This design comes from an exercise in tuning for small area on the open sky130 flow, not from production work. The RTL was checked by simulation tests, not by an equivalence proof against the original design.

Setup of run a:
Design Motor_Controller, start of the top module:
module Motor_Controller
#(
parameter
      CLK_FREQUENCY     = 8'd4,       
      PWM_PERIOD        = 16'd2016,   
      SPEED_CTRL_PERIOD = 16'd2       
)
(
    input in_rst_n,
    input in_clk,
    input in_module_en,
    input in_fwd_dir,
    input in_PID_passby,
    input in_phA,
    input in_phB,
    input [15:0] in_speed_set,
    output reg [15:0] out_cur_speed,
    input [15:0] in_kp_param,
    input [15:0] in_ki_param,
    input [15:0] in_pid_out_max,
    input [15:0] in_pid_out_min,
    input [31:0] in_pid_ui_limit,
    output reg out_reg_PWMdir,
    output out_w_PWM
);
Size: ~1900 cells after synthesis, about 140 I/O pins.
==> flow/config.mk <==
export PLATFORM = sky130hd
export DESIGN_NAME = Motor_Controller
export DESIGN_NICKNAME = Motor_Controller
export VERILOG_FILES = /design/flow/design.v
export SDC_FILE = /design/flow/constraint.sdc
export NUM_CORES = 4
export LEC_CHECK = 0
export CAP_MARGIN = 20
export CORE_MARGIN = 2
export CORE_UTILIZATION = 40
export CTS_BUF_LIST = sky130_fd_sc_hd__clkbuf_4 sky130_fd_sc_hd__clkbuf_8
export GPL_TIMING_DRIVEN = 0
export SLEW_MARGIN = 20
export SYNTH_HIERARCHICAL = 1
==> flow/constraint.sdc <==
create_clock -name core_clock -period 10.0 [get_ports {in_clk}]
set_input_delay 2.0000 -clock core_clock [delete_from_list [all_inputs] [get_ports {in_clk}]]
set_output_delay 2.0000 -clock core_clock [all_outputs]
set_load 0.01 [all_outputs]
standard.sh (not shown) runs the stock make flow with config.mk's settings and CLKGATE_MAP_FILE= SYNTH_SCRIPT=/design/flow/synth_recipe.tcl, a recipe that flattens the netlist after the stock synthesis.
==> flow/flow/run.sh <==
#!/bin/bash
# Own layout flow:
#  1. the standard synthesis (standard.sh synth);
#  2. flow/remap.py maps the combinational logic again with an area-oriented
#     ABC script (flip-flops, full/half adders and their names are kept);
#  3. flow/polopt.py removes inverters around full adders and picks gate
#     polarity twins;
#  4. the standard layout of that netlist, with the smallest port buffer.
set -euo pipefail
W=$(pwd)
R=$W/orfs/results/$FLOW_PLATFORM/Motor_Controller/base
LIB=$FLOW_HOME/platforms/$FLOW_PLATFORM/lib/sky130_fd_sc_hd__tt_025C_1v80.lib
YS=$(command -v yosys || echo $FLOW_HOME/../tools/install/yosys/bin/yosys)
bash standard.sh synth > $W/synth.log 2>&1
cp $R/1_2_yosys.v $W/1_2_yosys.std.v
python3 $W/flow/remap.py $YS $LIB $W/1_2_yosys.std.v $W/1_2_yosys.remap.v > $W/remap.log 2>&1
python3 $W/flow/polopt.py $W/1_2_yosys.remap.v $R/1_2_yosys.v $LIB > $W/polopt.log 2>&1
rm -f $R/1_synth.odb
bash standard.sh 'BUFFER_PORTS_ARGS=-buffer_cell sky130_fd_sc_hd__buf_1' finish > $W/layout.log 2>&1
==> flow/flow/remap.py <==
#!/usr/bin/env python3
"""Re-map the combinational logic of a mapped netlist with an area-oriented
ABC script. Flip-flops, full and half adders and tie cells stay as they are
(same instances and names); every other cell is read as its liberty function
and mapped again.

usage: remap.py yosys liberty in.v out.v"""
import sys, subprocess, os, re, tempfile
ys, lib, src, dst = sys.argv[1:5]
keep = set(re.findall(r'^\s*(sky130_fd_sc_hd__(?:fa|ha|df|edf|sdf|dl|conb)\w*)\s', open(src).read(), re.M))
libcells = re.findall(r'cell \("(sky130_fd_sc_hd__\w+)"\)', open(lib).read())
dont = ' '.join('-dont_use ' + c for c in libcells if 'lpflow' in c or 'probe' in c)
d = tempfile.mkdtemp(prefix='remap')
abc = os.path.join(d, 'area.abc')
open(abc, 'w').write('strash\ndc2\ndch -f\nmap -a\nmfs2\nstrash\ndch -f\nmap -a\ntopo\ndnsize\n')
script = os.path.join(d, 'remap.ys')
open(script, 'w').write('''read_liberty -ignore_miss_func %s
read_verilog %s
hierarchy -top Motor_Controller
setattr -mod -set keep_hierarchy 1 %s
flatten
opt_clean
abc -liberty %s %s -script %s Motor_Controller
opt_clean -purge
select Motor_Controller
write_verilog -noattr -noexpr -nohex -nodec -selected %s
''' % (lib, src, ' '.join(sorted(keep)), lib, dont, abc, dst))
r = subprocess.run([ys, '-q', '-l', dst + '.log', script], capture_output=True, text=True)
sys.exit(r.returncode)
Other scripts of this flow, unchanged in this note and not shown: flow/flow/polopt.py
[inputs] run b vs run a
- removing GPL_TIMING_DRIVEN (formerly 0)
--- a/flow/flow/remap.py
+++ b/flow/flow/remap.py
@@ -11,2 +10,0 @@
-libcells = re.findall(r'cell \("(sky130_fd_sc_hd__\w+)"\)', open(lib).read())
-dont = ' '.join('-dont_use ' + c for c in libcells if 'lpflow' in c or 'probe' in c)
@@ -23 +21 @@
-abc -liberty %s %s -script %s Motor_Controller
+abc -liberty %s -script %s Motor_Controller
@@ -27 +25 @@
-''' % (lib, src, ' '.join(sorted(keep)), lib, dont, abc, dst))
+''' % (lib, src, ' '.join(sorted(keep)), lib, abc, dst))
- Run b: done, clean on timing, DRC and antenna
- On run b: number of instances in the placed design is about 2.4% higher than what run a gave.
- Diff run b..run a | number of nets produced by synthesis | negligible
- Of run b and run a, it is run b that has the lower final-layout clock-cell area share.
- The final wirelength reported for run b is greater than that of run a by 0.36%.
- Signal arrival time at the worst endpoint came out higher on run b than on run a.
- Diff run b..run a | initial core utilization | negligible
- Looking only at area of placed instances, and setting everything else aside, the higher value of run a and run b goes to run b.

separate check: timing with driven ports:
The results above use ideal ports. As a check the final layouts listed here were re-extracted and re-timed, cells and wires unchanged.
Step 1, drivers: a clkbuf_16 drives in_clk and a buf_2 each remaining input, both assumed.
Step 2 also shifts input and output timing later by t, the mid clock arrival at the registers, as if the neighbouring blocks saw the same clock.
Three values: ideal, step 1, step 2; two values: the first two.
run	t, ns	setup WS [ns]	worst setup path after step 2
run a	0.550	0.371 / 0.310 / -0.240	input to register
run b	0.508	0.447 / 0.471 / -0.038	input to register
With both steps, setup timing fails in run a and run b, where it was met with ideal ports. For run a, which loses most, drivers alone change the setup slack by -0.061 ns; drivers and shift together by -0.611 ns.
